Background: an optimization exercise with open tools, aiming at a short achievable clock period and few clock cycles. Do not read the settings as production practice. For this run, only the layout was checked, not whether the RTL still works. Power is estimated from default activity; no workload was simulated.

==> flow/design.v <==
`timescale 1ns / 1ps
module processor(
    input clock,
    input rst,
    input [31:0] instruction,
    output [31:0] current_PC,
    output mem_read,
    output mem_write,
    output [31:0]  address,
    output [31:0] mem_write_data,
    input [31:0] mem_read_data,
    output reg_write,
    output [4:0] rd,
    output reg [31:0] to_REG_WRITE_DATA
    );
    localparam NB = 16;                
    reg  [31:2] pc_f;
    reg         v_d;
    reg  [31:0] ir_d;
    reg  [31:2] pc_d;
    reg  [31:2] pcp4_d;
    reg         pt_d;                  
    reg  [31:2] ptgt_d;                
    reg         v_e;
    reg  [31:2] pc_e;
    reg  [31:2] pcp4_e;
    reg  [31:0] a_e, b_e, sd_e;
    reg  [31:0] imm_e;
    reg         fa_e, fb_e, fs_e;      
    reg  [4:0]  rd_e;
    reg         wr_e, ld_e, st_e, br_e, jal_e, jalr_e;
    reg  [2:0]  f3_e;
    reg  [10:0] sel_e;                 
    reg  [31:0] pv_e;                  
    reg  [31:2] tgt_e;                 
    reg         pt_e;                  
    reg         bp_e;                  
    reg  [31:2] ptgt_e;
    reg         v_m;
    reg  [31:0] res_m, sd_m;
    reg  [4:0]  rd_m;
    reg         wr_m, ld_m, st_m;
    reg         v_w;
    reg  [31:0] res_w;
    reg  [4:0]  rd_w;
    reg         wr_w;
    reg  [31:0] rf [1:31];
    reg  [NB-1:0] bv;
    reg  [NB-1:0] bt;
    reg  [31:2] btag [0:NB-1];
    reg  [31:2] btgt [0:NB-1];
    reg  [3:0]  bptr;
    integer i;
    assign current_PC = {pc_f, 2'b00};
    wire [31:2] pcp4_f = pc_f + 30'd1;
    reg [NB-1:0] hv;
    reg [31:2]   hit_tgt;
    reg          hit_t;
    always @* begin
        hit_tgt = 30'd0;
        hit_t = 1'b0;
        for (i = 0; i < NB; i = i + 1) begin
            hv[i] = bv[i] && (btag[i] == pc_f);
            if (hv[i]) begin
                hit_tgt = hit_tgt | btgt[i];
                hit_t = hit_t | bt[i];
            end
        end
    end
    wire [6:0] op_d  = ir_d[6:0];
    wire [4:0] rd_d  = ir_d[11:7];
    wire [2:0] f3_d  = ir_d[14:12];
    wire [4:0] rs1_d = ir_d[19:15];
    wire [4:0] rs2_d = ir_d[24:20];
    wire is_lui   = (op_d == 7'b0110111);
    wire is_auipc = (op_d == 7'b0010111);
    wire is_jal   = (op_d == 7'b1101111);
    wire is_jalr  = (op_d == 7'b1100111);
    wire is_br    = (op_d == 7'b1100011);
    wire is_ld    = (op_d == 7'b0000011);
    wire is_st    = (op_d == 7'b0100011);
    wire is_opi   = (op_d == 7'b0010011);
    wire is_op    = (op_d == 7'b0110011);
    wire is_sys   = (op_d == 7'b1110011);
    wire use1 = is_jalr | is_br | is_ld | is_st | is_opi | is_op;
    wire use2 = is_br | is_st | is_op;
    wire wr_d = (is_lui | is_auipc | is_jal | is_jalr | is_ld | is_opi | is_op | is_sys) && (rd_d != 5'd0);
    wire [31:0] immI = {{20{ir_d[31]}}, ir_d[31:20]};
    wire [31:0] immS = {{20{ir_d[31]}}, ir_d[31:25], ir_d[11:7]};
    wire [31:0] immB = {{20{ir_d[31]}}, ir_d[7], ir_d[30:25], ir_d[11:8], 1'b0};
    wire [31:0] immU = {ir_d[31:12], 12'h000};
    wire [31:0] immJ = {{12{ir_d[31]}}, ir_d[19:12], ir_d[20], ir_d[30:21], 1'b0};
    wire [31:0] tgtJ = {pc_d, 2'b00} + immJ;
    wire [31:0] tgtB = {pc_d, 2'b00} + immB;
    wire [31:2] tgt_d = is_jal ? tgtJ[31:2] : tgtB[31:2];
    wire [31:0] auipc_v = {pc_d, 2'b00} + immU;
    wire hz1 = use1 && (rs1_d == rd_e) && (rs1_d != 5'd0);
    wire hz2 = use2 && (rs2_d == rd_e) && (rs2_d != 5'd0);
    wire stall = v_d && v_e && ld_e && wr_e && (hz1 || hz2);
    wire m_a = v_m && wr_m && (rd_m == rs1_d);
    wire m_b = v_m && wr_m && (rd_m == rs2_d);
    wire w_a = v_w && wr_w && (rd_w == rs1_d);
    wire w_b = v_w && wr_w && (rd_w == rs2_d);
    wire [31:0] mval = ld_m ? mem_read_data : res_m;
    wire [31:0] rf1 = (rs1_d == 5'd0) ? 32'd0 : rf[rs1_d];
    wire [31:0] rf2 = (rs2_d == 5'd0) ? 32'd0 : rf[rs2_d];
    wire [31:0] rs1v = m_a ? mval : w_a ? res_w : rf1;
    wire [31:0] rs2v = m_b ? mval : w_b ? res_w : rf2;
    wire e_a = v_e && wr_e && (rd_e == rs1_d);
    wire e_b = v_e && wr_e && (rd_e == rs2_d);
    wire br_back = is_br && ir_d[31];
    wire id_taken = is_jal || (br_back && !bhit_d);
    wire bad_pred = pt_d && !(is_jal || is_br || is_jalr);
    wire redirect_id = v_d && !stall && ((id_taken && !pt_d) || bad_pred);
    wire [31:2] rtgt_id = bad_pred ? pcp4_d : tgt_d;
    reg bhit_d;                        
    wire f7b = ir_d[30];
    wire alu = is_op || is_opi;
    wire s_add  = (alu && f3_d == 3'b000 && !(is_op && f7b)) || is_ld || is_st;
    wire s_sub  = alu && f3_d == 3'b000 && is_op && f7b;
    wire s_sll  = alu && f3_d == 3'b001;
    wire s_slt  = alu && f3_d == 3'b010;
    wire s_sltu = alu && f3_d == 3'b011;
    wire s_xor  = alu && f3_d == 3'b100;
    wire s_srl  = alu && f3_d == 3'b101 && !f7b;
    wire s_sra  = alu && f3_d == 3'b101 && f7b;
    wire s_or   = alu && f3_d == 3'b110;
    wire s_and  = alu && f3_d == 3'b111;
    wire s_pv   = is_lui || is_auipc || is_jal || is_jalr || is_sys;
    wire [31:0] pv_d = is_lui ? immU : is_auipc ? auipc_v :
                       (is_jal || is_jalr) ? {pcp4_d, 2'b00} : 32'd0;
    wire b_is_rs2 = is_op || is_br;
    wire [31:0] imm_d = is_st ? immS : immI;
    wire [31:0] A  = fa_e ? res_m : a_e;
    wire [31:0] B  = fb_e ? res_m : b_e;
    wire [31:0] SD = fs_e ? res_m : sd_e;
    wire [31:0] sum  = A + B;
    wire [31:0] diff = A - B;
    wire        lt   = $signed(A) < $signed(B);
    wire        ltu  = A < B;
    wire        eq   = (A == B);
    wire [31:0] sll_v = A << B[4:0];
    wire [31:0] srl_v = A >> B[4:0];
    wire [31:0] sra_v = $signed(A) >>> B[4:0];
    wire [31:0] res_e =
          ({32{sel_e[0]}}  & sum)
        | ({32{sel_e[1]}}  & diff)
        | ({32{sel_e[2]}}  & sll_v)
        | ({32{sel_e[3]}}  & {31'd0, lt})
        | ({32{sel_e[4]}}  & {31'd0, ltu})
        | ({32{sel_e[5]}}  & (A ^ B))
        | ({32{sel_e[6]}}  & srl_v)
        | ({32{sel_e[7]}}  & sra_v)
        | ({32{sel_e[8]}}  & (A | B))
        | ({32{sel_e[9]}}  & (A & B))
        | ({32{sel_e[10]}} & pv_e);
    reg cond;
    always @* begin
        case (f3_e)
            3'b000: cond = eq;
            3'b001: cond = !eq;
            3'b100: cond = lt;
            3'b101: cond = !lt;
            3'b110: cond = ltu;
            3'b111: cond = !ltu;
            default: cond = 1'b0;
        endcase
    end
    wire [31:2] jt = sum[31:2];
    wire [31:2] rq = A[31:2] ^ B[31:2] ^ ptgt_e;       
    wire        c2 = (A[1] & B[1]) | ((A[1] | B[1]) & (A[0] & B[0]));
    wire [31:3] cg = (A[30:2] & B[30:2]) | ((A[30:2] | B[30:2]) & rq[30:2]);
    wire        jalr_ok = (rq[2] == c2) && (rq[31:3] == cg[31:3]);
    wire tgt_bad = (ptgt_e != tgt_e);
    wire taken_e = jal_e || jalr_e || (br_e && cond);
    wire mis_br  = br_e && ((cond != pt_e) || (cond && bp_e && tgt_bad));
    wire mis_jal = jal_e && bp_e && tgt_bad;
    wire mis_jalr = jalr_e && !(pt_e && jalr_ok);
    wire redirect_ex = v_e && (mis_br || mis_jal || mis_jalr);
    wire [31:2] rtgt_ex = jalr_e ? jt : (br_e && !cond) ? pcp4_e : tgt_e;
    wire [31:2] atgt_e = jalr_e ? jt : tgt_e;         
    assign address = res_m;
    assign mem_read = v_m && ld_m;
    assign mem_write = v_m && st_m;
    assign mem_write_data = sd_m;
    assign reg_write = v_w && wr_w;
    assign rd = rd_w;
    always @* to_REG_WRITE_DATA = res_w;
    reg [NB-1:0] um;
    always @* begin
        for (i = 0; i < NB; i = i + 1)
            um[i] = bv[i] && (btag[i] == pc_e);
    end
    wire ctl_e = v_e && (br_e || jal_e || jalr_e);
    wire upd_hit = |um;
    wire alloc = ctl_e && !upd_hit && taken_e;
    always @(posedge clock or posedge rst) begin
        if (rst) begin
            bv <= {NB{1'b0}};
            bptr <= 4'd0;
        end else begin
            if (alloc) begin
                bv[bptr] <= 1'b1;
                bptr <= bptr + 4'd1;
            end
        end
    end
    always @(posedge clock) begin
        for (i = 0; i < NB; i = i + 1) begin
            if (ctl_e && um[i]) begin
                bt[i] <= taken_e;
                if (taken_e) btgt[i] <= atgt_e;
            end else if (alloc && bptr == i) begin
                bt[i] <= 1'b1;
                btgt[i] <= atgt_e;
                btag[i] <= pc_e;
            end
        end
    end
    always @(posedge clock or posedge rst) begin
        if (rst) begin
            pc_f <= 30'h20000000;
            v_d <= 1'b0;
            v_e <= 1'b0;
            v_m <= 1'b0;
            v_w <= 1'b0;
        end else begin
            if (redirect_ex)       pc_f <= rtgt_ex;
            else if (stall)        pc_f <= pc_f;
            else if (redirect_id)  pc_f <= rtgt_id;
            else if (hit_t)        pc_f <= hit_tgt;
            else                   pc_f <= pcp4_f;
            if (redirect_ex || redirect_id) v_d <= 1'b0;
            else if (!stall)                v_d <= 1'b1;
            v_e <= v_d && !stall && !redirect_ex;
            v_m <= v_e;
            v_w <= v_m;
        end
    end
    always @(posedge clock) begin
        if (!stall) begin
            ir_d   <= instruction;
            pc_d   <= pc_f;
            pcp4_d <= pcp4_f;
            pt_d   <= hit_t;
            ptgt_d <= hit_tgt;
            bhit_d <= |hv;
        end
        pc_e   <= pc_d;
        pcp4_e <= pcp4_d;
        a_e    <= rs1v;
        b_e    <= b_is_rs2 ? rs2v : imm_d;
        sd_e   <= rs2v;
        imm_e  <= imm_d;
        fa_e   <= e_a && use1;
        fb_e   <= e_b && b_is_rs2;
        fs_e   <= e_b && is_st;
        rd_e   <= rd_d;
        wr_e   <= wr_d;
        ld_e   <= is_ld;
        st_e   <= is_st;
        br_e   <= is_br;
        jal_e  <= is_jal;
        jalr_e <= is_jalr;
        f3_e   <= f3_d;
        sel_e  <= {s_pv, s_and, s_or, s_sra, s_srl, s_xor, s_sltu, s_slt, s_sll, s_sub, s_add};
        pv_e   <= pv_d;
        tgt_e  <= tgt_d;
        pt_e   <= pt_d || (id_taken && !bad_pred);
        bp_e   <= pt_d;
        ptgt_e <= pt_d ? ptgt_d : tgt_d;
        res_m  <= res_e;
        sd_m   <= SD;
        rd_m   <= rd_e;
        wr_m   <= wr_e;
        ld_m   <= ld_e;
        st_m   <= st_e;
        res_w  <= ld_m ? mem_read_data : res_m;
        rd_w   <= rd_m;
        wr_w   <= wr_m;
    end
    always @(posedge clock or posedge rst) begin
        if (rst) begin
            for (i = 1; i < 32; i = i + 1) rf[i] <= 32'd0;
        end else if (v_w && wr_w) begin
            rf[rd_w] <= res_w;
        end
    end
endmodule
`timescale 1ns / 1ps
module CPU_controller(input [6:0]opcode,
                       output wire branch,
                       output wire mem_read,
                       output wire [1:0] ALU_op,
                       output wire  mem_write,
                       output wire ALU_src,
                       output wire  register_write,
                       output reg [1:0] writeback_src,
                       output wire jump,
                       output wire jalr_select,
                       output wire csr_read,
                       output wire alu_src1_is_pc,
                       output wire alu_src1_is_zero
    );
assign alu_src1_is_zero = (opcode == 7'b0110111);  
assign alu_src1_is_pc = (opcode == 7'b0010111);  
assign csr_read = (opcode == 7'b1110011);  
assign jalr_select = (opcode == 7'b1100111) ? 1:0;
assign jump = (opcode == 7'b1101111 || opcode == 7'b1100111) ? 1:0;
assign branch = (opcode == 7'b1100011) ? 1:0;
assign mem_read = (opcode == 7'b0000011)? 1:0;
always @* begin
    case (opcode)
        7'b0000011: writeback_src = 2'b01;  
        7'b1101111: writeback_src = 2'b10;  
        7'b1100111: writeback_src = 2'b10;  
        7'b1110011: writeback_src = 2'b11;  
        default:    writeback_src = 2'b00;  
    endcase
end
assign ALU_op = (opcode == 7'b0110011 || opcode == 7'b0010011) ? 2'b10 :
                (opcode == 7'b1100011) ? 2'b01 :
                2'b00;  
assign mem_write = (opcode == 7'b0100011)? 1:0;
assign ALU_src = (opcode == 7'b0110011 || opcode == 7'b1100011) ? 0 : 1;
wire is_r_type = (opcode == 7'b0110011);
wire is_i_type = (opcode == 7'b0010011) || (opcode == 7'b0000011) || (opcode == 7'b1100111);
wire is_u_type = (opcode == 7'b0110111) || (opcode == 7'b0010111);
wire is_j_type = (opcode == 7'b1101111);
wire is_csr_type = (opcode == 7'b1110011);
assign register_write = is_r_type || is_i_type || is_u_type || is_j_type || is_csr_type;
endmodule
`timescale 1ns / 1ps
module ALU_controller(
    input wire [2:0] funct3,
    input wire [6:0] funct7,
    input wire [1:0] ALU_op,
    input wire [6:0] opcode,   
    output reg [3:0] ALU_opcode
    );
    parameter ALU_ADD = 4'b0001;
    parameter ALU_SUB = 4'b0010;
    parameter ALU_AND = 4'b0011;
    parameter ALU_OR  = 4'b0100;
    parameter ALU_SLL = 4'b0101;
    parameter ALU_SRL = 4'b0110;
    parameter ALU_XOR = 4'b0111;
    parameter ALU_SLT = 4'b0000;
    parameter ALU_SRA = 4'b1010;  
    parameter ALU_SLTU= 4'b1011;  
    parameter R_TYPE = 7'b0110011;
    parameter I_TYPE = 7'b0010011;
    always @* begin
        case (ALU_op)
            2'b10: begin
                case (funct3)
                    3'b000:  
                        if (opcode == R_TYPE && funct7 == 7'b0100000) 
                            ALU_opcode = ALU_SUB;
                        else 
                            ALU_opcode = ALU_ADD;
                    3'b001:  
                        ALU_opcode = ALU_SLL;
                    3'b010:  
                        ALU_opcode = ALU_SLT;
                    3'b011:  
                        ALU_opcode = ALU_SLTU;  
                    3'b100:  
                        ALU_opcode = ALU_XOR;
                    3'b101:  
                        if (funct7[5] == 1'b1) 
                            ALU_opcode = ALU_SRA;  
                        else 
                            ALU_opcode = ALU_SRL;  
                    3'b110:  
                        ALU_opcode = ALU_OR;
                    3'b111:  
                        ALU_opcode = ALU_AND;
                    default: ALU_opcode = 4'b0000;  
                endcase
            end
            2'b01: begin
                case (funct3[2:1])
                    2'b10:   ALU_opcode = ALU_SLT;
                    2'b11:   ALU_opcode = ALU_SLTU;
                    default: ALU_opcode = ALU_SUB;
                endcase
            end
            2'b00: begin
                ALU_opcode = ALU_ADD;
            end
            default: ALU_opcode = 4'b0000;  
        endcase
    end
endmodule
`timescale 1ns / 1ps
module ALU(
    input wire [3:0] opcode,
    input wire [31:0] operand_1,
    input wire [31:0] operand_2,
    output reg [31:0] ALU_result,
    output wire zero,
    input rst
    );
    parameter ADD=4'b0001, SUB=4'b0010, AND=4'b0011, OR=4'b0100, SLL=4'b0101, SRL=4'b0110, XOR=4'b0111, SLT=4'b0000, SRA=4'b1010, SLTU=4'b1011;
    wire [4:0] shift_amount = operand_2[4:0];
    always @* begin
        if (rst) begin
            ALU_result = 32'b0;
        end else begin
            case (opcode)
                ADD:  ALU_result = operand_1 + operand_2;
                SUB:  ALU_result = operand_1 - operand_2;
                AND:  ALU_result = operand_1 & operand_2;
                OR:   ALU_result = operand_1 | operand_2;
                SLL:  ALU_result = operand_1 << shift_amount;
                SRL:  ALU_result = operand_1 >> shift_amount;
                XOR:  ALU_result = operand_1 ^ operand_2;
                SRA:  ALU_result = $signed(operand_1) >>> shift_amount;
                SLT:  ALU_result = ($signed(operand_1) < $signed(operand_2)) ? 1 : 0;
                SLTU: ALU_result = (operand_1 < operand_2) ? 1 : 0;
                default: ALU_result = 32'b0;
            endcase
        end
    end
    assign zero = (ALU_result==0)? 1:0;                     
endmodule
`timescale 1ns / 1ps
module imm_gen(
    input wire [31:0] instruction, 
    output reg [31:0] IMM_value
    );
    wire [6:0] opcode;
    assign opcode = instruction[6:0];
    wire [31:0] stype_imm;
    wire [31:0] itype_imm;
    wire [31:0] btype_imm;
    wire [31:0] utype_imm;
    assign itype_imm = {{20{instruction[31]}},instruction[31:20]};
    assign stype_imm = {{20{instruction[31]}},instruction[31:25],instruction[11:7]};
    assign btype_imm = {{20{instruction[31]}}, instruction[7], instruction[30:25], instruction[11:8], 1'b0};
    assign utype_imm = {instruction[31:12], 12'h0};
    wire [20:0] j_imm_val = {instruction[31], instruction[19:12], instruction[20], instruction[30:21], 1'b0};
    parameter J=7'b1101111;
    parameter I_LOAD=7'b0000011;
    parameter I_ARITH=7'b0010011;
    parameter I_ARITH_SHIFT=7'b0010011; 
    parameter S=7'b0100011;
    parameter B=7'b1100011;
    parameter JALR=7'b1100111;
    parameter LUI=7'b0110111;
    parameter AUIPC=7'b0010111;
    always @* begin
        case (opcode)
            J:       IMM_value = {{11{j_imm_val[20]}}, j_imm_val};
            B:       IMM_value = btype_imm;
            S:       IMM_value = stype_imm;
            LUI:     IMM_value = utype_imm;
            AUIPC:   IMM_value = utype_imm;
            I_ARITH: begin
                if (instruction[14:12] == 3'b001 || instruction[14:12] == 3'b101) begin  
                    IMM_value = {{27{1'b0}}, instruction[24:20]};  
                end else begin
                    IMM_value = itype_imm;  
                end
            end
            I_LOAD:  IMM_value = itype_imm;  
            JALR:    IMM_value = itype_imm;  
            default: IMM_value = 32'b0;
        endcase
    end
endmodule
`timescale 1ns / 1ps
module program_counter(
    input [31:0] next_PC,
    output [31:0] current_PC,
    input clk,
    input rst
   );
    reg [31:0] inst_address;
    assign current_PC = inst_address;
    always @(posedge clk or posedge rst)
       if (rst) begin 
            inst_address <= 32'h80000000; 
       end
       else begin
            inst_address <= next_PC;
       end;
endmodule
`timescale 1ns / 1ps
module register_file(
    input wire [4:0] rs1,
    input wire [4:0] rs2,
    input wire [4:0] rd,
    input wire [31:0] rd_value,
    input register_write,    
    output [31:0] rs1_value,
    output [31:0] rs2_value,
    input  wire clk,
    input wire rst,
    input get_counter,
    input [31:0] current_PC,
    input csr_read,
    input [11:0] csr_addr,
    output reg [31:0] csr_read_data
    );
    reg [31:0] registers [31:0];
    integer i;
    parameter CSR_MHARTID = 12'hF14;
    wire [31:0] mhartid = 32'h0;  
    always @* begin
        if (csr_read && (csr_addr == CSR_MHARTID)) begin
            csr_read_data = mhartid;
        end else begin
            csr_read_data = 32'h0;  
        end
    end
    assign rs1_value = registers[rs1];
    assign rs2_value = registers[rs2];
    always @(posedge clk or posedge rst) 
        if (rst) begin
            for (i=0; i<32; i=i+1) begin
                registers[i] <= 0;
            end
        end
        else if (register_write && (rd != 0)) begin
            if (get_counter) begin 
                registers[rd] <= current_PC+1;
            end
            else begin  
                registers[rd] <= rd_value;
            end 
        end
endmodule
`timescale 1ns / 1ps
module adder(
    input [31:0] inA,
    input [31:0] inB,
    output wire [31:0] out
    );
    assign out = inA + inB;
endmodule
`timescale 1ns / 1ps
module multiplexor(
    input control,
    input [31:0] inA,
    input [31:0] inB,
    output wire [31:0] out
    );
   assign out = (control) ? inB: inA;
endmodule
==> flow/run.sh <==
#!/bin/bash
# synth_recipe.tcl (not shown) runs the flow's synth.tcl, then flattens the netlist and writes it again
# the make line also repeats each setting of config.mk as NAME=value (left out here)
make -C /OpenROAD-flow-scripts/flow DESIGN_CONFIG=/design/flow/config.mk WORK_HOME=/design/flow/orfs CLKGATE_MAP_FILE= SYNTH_SCRIPT=/design/flow/synth_recipe.tcl finish
==> flow/config.mk <==
export PLATFORM = sky130hd
export DESIGN_NAME = processor
export DESIGN_NICKNAME = processor
export VERILOG_FILES = /design/flow/design.v
export SDC_FILE = /design/flow/constraint.sdc
export NUM_CORES = 8
export LEC_CHECK = 0
export CAP_MARGIN = 20
export CORE_MARGIN = 2
export CORE_UTILIZATION = 30
export SETUP_SLACK_MARGIN = 5
export SLEW_MARGIN = 20
export TNS_END_PERCENT = 5
==> flow/constraint.sdc <==
create_clock -name core_clock -period 11.5 [get_ports {clock}]
set_input_delay 2.3000 -clock core_clock [delete_from_list [all_inputs] [get_ports {clock}]]
set_output_delay 2.3000 -clock core_clock [all_outputs]
set_load 0.01 [all_outputs]
==> impl_metrics.csv <==
group,metric,value,unit
global_routing,grt_pass1_vias,95000,
global_routing,grt_usage,26.6,%
die,die_w,649,um
synth,synth.most_common_cell,"mux2_2",
worst_setup_path,cp_common_cell,"buf_4",
timing,hold_viol,0,
synth,synthCells,10500,
synth,async_flop_share,41.3,%
worst_hold_path,min_path_type,"reg2reg",
die,die_area,422000,sq um
global_routing,grt_first_pass_wirelength,796,mm
worst_setup_path,r2r_start,"fb_e",
placed_design,io_buffers,199,
pwr,p_leak,55.7,nW
global_routing,grt_max_degree,141,
layout,drive_gt1_share,20.6,%
timing,finalSetupViolations,0,
worst_setup_path,crit_buf_inv,7,
clocking,cts_hold_buffers,0,
worst_setup_path,critical_path.endpoint,"btgt[4][26]",
synth,synth-edff-count,1100,
drt,drtIter0Drc,18000,
drt,dr.pass1.iters,10,
placed_design,place_ws,4.32,ns
worst_setup_path,crit_fanout,52,
worst_setup_path,r2r.worst_path.cells,19,
layout,syn_to_final_growth,15.3,%
timing,period_share,57.2,%
global_routing,antenna_found_initial,63,
worst_setup_path,cp.arrival,7.13,ns
die,die_h,649,um
worst_setup_path,crit_cells,19,
worst_setup_path,r2r_end,"btgt[4][26]",
synth,synthTopCellsByCount,"mux2_2, edfxtp_1, dfrtp_1",
timing,fmax,152,MHz
drt,vias,100000,
clocking,cts_buffer_depth,4,
timing,fin_crit,6.57,ns
synth,synth_top_area_share,26.4,%
layout,fillerInstances,41000,
synth,syn_area,125000,sq um
worst_setup_path,crit_path_start_kind,"register",
synth,ys.flop_type,"edfxtp_1",
timing,setup_tns,0,ns
synth,synth-seq-area-share,53.6,%
worst_setup_path,crit_type,"reg2reg",
drt,viasPerCell,6.15,
timing,fin_ws,4.93,ns
global_routing,grt.overflow.total,0,
clocking,clk_latency,0.95,ns
worst_setup_path,path_delay_family,"compound AO/OA/AOI/OAI gates",
pwr,peakVddDrop,0.000172,V
status,status,"timing/DRC/antenna clean",
clocking,path_clk_slew,0.06,ns
worst_setup_path,cp_cell_sequence,"buf_6, mux2i_4, buf_4, clkinv_1, buf_4, fa_1, o21bai_1, a21oi_1, o211ai_1, a31oi_1, buf_4, o211a_1, o211ai_2, a211oi_4, buf_12, nor2_4, nand3_1, a21boi_4, buf_4",
drt,drc,0,
drt,wire_per_inst,35.8,um
timing,rsz0062_at_grt,"yes",
synth,syn_avg_cell_area,11.9,sq um
synth,yosysTopAreaCell,"edfxtp_1",
clocking,cts_buffers,280,
layout,finish.net_count,10800,
worst_setup_path,crit_path_end_kind,"register",
timing,clock_skew,0.0693,ns
placed_design,hpwlAfterDp,361,mm
die,pin_count,202,
synth,synth_area_leaders,"edfxtp_1, dfrtp_1, mux2_2",
die,start_util,30.1,%
worst_hold_path,hp-start,"wr_m",
clocking,cts_sinks,2532,
die,core-area,416000,sq um
worst_setup_path,cpMaxStageDelayCell,"fa_1",
run,cap_violations,0,
drt,postRouteWirelength,585,mm
die,rows,237,
worst_setup_path,r2r_slack,4.93,ns
timing,max_slew_margin,12.1,%
drt,antenna_left,0,
worst_setup_path,cp_slowest_stage_delay,0.54,ns
synth,ys_types,99,
timing,drv_slew,0,
clocking,ctsHtreeMaxLevel,5,
pwr,power.density,191,nW/um^2
timing,worstMarginPinSlew,1.31,ns
placed_design,gp_congestion,1.01,
worst_setup_path,startpoint,"fb_e",
synth,synth_seq_cells,2532,
worst_setup_path,crit_required,12.05,ns
synth,yosys_warnings,4,
clocking,root_buffer,"clkbuf_16",
clocking,cts_tree,"built",
==> flip-flops by register name (all words and copies together), names as in the netlist, 32 cells and up <==
signal / cells
sd_m: 32
res_m: 32
ir_d: 32
sd_e: 32
b_e: 32
btgt: 480
res_w: 32
a_e: 32
rf: 992
btag: 480
==> placed cells by master, fill, tap and decap left out, types with 334 or more instances in the layout <==
cell / netlist / final
mux2_2: 1131 / 1131
edfxtp_1: 1100 / 1100
dfrtp_1: 1045 / 1016
xnor2_1: 943 / 942
a22oi_1: 527 / 527
nand2_1: 516 / 510
nand4_1: 387 / 387
a21oi_1: 370 / 364
buf_4: 8 / 356
dfxtp_1: 386 / 341
nor2_1: 424 / 334
==> kinds of logic (layout without fill, tap and decap cells) <==
| group | after synthesis | after routing | share of synthesized area [%] |
|---|---|---|---|
| other cells | 1 | 61 | 0.00300 |
| simple gates | 2047 | 2048 | 8.18 |
| buf+inv | 1009 | 1280 | 3.17 |
| flops | 2532 | 2532 | 53.6 |
| compound gates | 2288 | 2288 | 13.4 |
| fa+ha+maj | 185 | 185 | 2.05 |
| xor+xnor | 1157 | 1157 | 8.11 |
| mux | 1297 | 1297 | 11.5 |
==> where the power goes <==
| group | total [mW] | leakage (nW) | switching (mW) | internal (mW) |
|---|---|---|---|---|
| Combinational | 7.01 | 23.2 | 4.80 | 2.22 |
| Clock | 9.27 | 4.51 | 3.96 | 5.31 |
| Sequential | 11.2 | 27.9 | 0.764 | 10.5 |
| Total | 27.5 | 55.7 | 9.52 | 18.0 |
==> worst min path at each step <==
stage / to / slack (ns) / cells past startpoint
after floorplan: st_m / 0.31 / 0
after global placement: wr_w / 0.34 / 0
after detailed placement: wr_w / 0.34 / 0
after CTS: wr_w / 0.35 / 0
after global routing: wr_w / 0.35 / 0
final: wr_w / 0.34 / 0
==> routing by layer <==
layer	track usage (%)	part of all wire [%]	wire, um
met5	0.0340	0.023	132
met4	17.0	8.0	46600
met3	8.32	13	75600
met2	38.4	41	241000
met1	34.5	38	222000
==> cell type report <==
type	instances	area [sq um]	share of cell area, %
sequential	2532	67000	46.5
multi-input combinational	6977	55200	38.3
clock buffer	400	8180	5.67
tap	5497	6880	4.77
timing repair buffer	566	4870	3.38
clock inverter	107	1020	0.709
inverter	206	792	0.549
antenna	59	148	0.102
timing repair inverter	1	7.51	0.00521
==> timing repair <==
item / 4_1_cts / 5_1_grt
cloned: 2 / 0
pin swaps: 2 / 0
setup endpoints to repair: 796 / 875
resized for setup: 10 / 6
buffers inserted: 3 / 0
==> stage by stage <==
| stage | utilization (%) | area [sq um] | std cells | hold slack (ns) | total power, mW |
|---|---|---|---|---|---|
| after global routing | 34.7 | 144000 | 16300 | 0.353 | 28.2 |
| after CTS | 34.6 | 144000 | 16300 | 0.346 | 27.3 |
| final | 34.7 | 144000 | 16300 | 0.337 | 27.5 |
| after detailed placement | 32.4 | 135000 | 15800 | 0.337 | 18.2 |
| after global placement | 32.4 | 135000 | 15800 | 0.337 | 18.1 |
| after floorplan | - | 125000 | 10500 | 0.310 | 14.9 |

==> static timing again, ports no longer ideal <==
Ports are ideal in the flow. The routed layout listed here was re-timed in OpenROAD.
Step 1 (the two cells are an assumption about what drives the block):
set clk [get_ports {clock}]
set_driving_cell -lib_cell sky130_fd_sc_hd__clkbuf_16 $clk
set_driving_cell -lib_cell sky130_fd_sc_hd__buf_2 [delete_from_list [all_inputs] $clk]
Step 2, shift: input delay + t, output delay - t, t = (earliest + latest rising clock arrival at the registers) / 2. This alone moves slack from input paths to output paths.
Three values: no drivers, after step 1, after step 2; two values: the first two.
shift t [ns]: 1.027
setup slack, ns: 4.926 / 4.926 / 4.926
worst register clock-pin slew, ns: 0.08 / 0.08
worst slew at a driven data input, ns: 0.21
After both steps this run still meets setup and hold. The setup slack of this run moves by 0.000 ns with the drivers and by 0.000 ns with both steps.
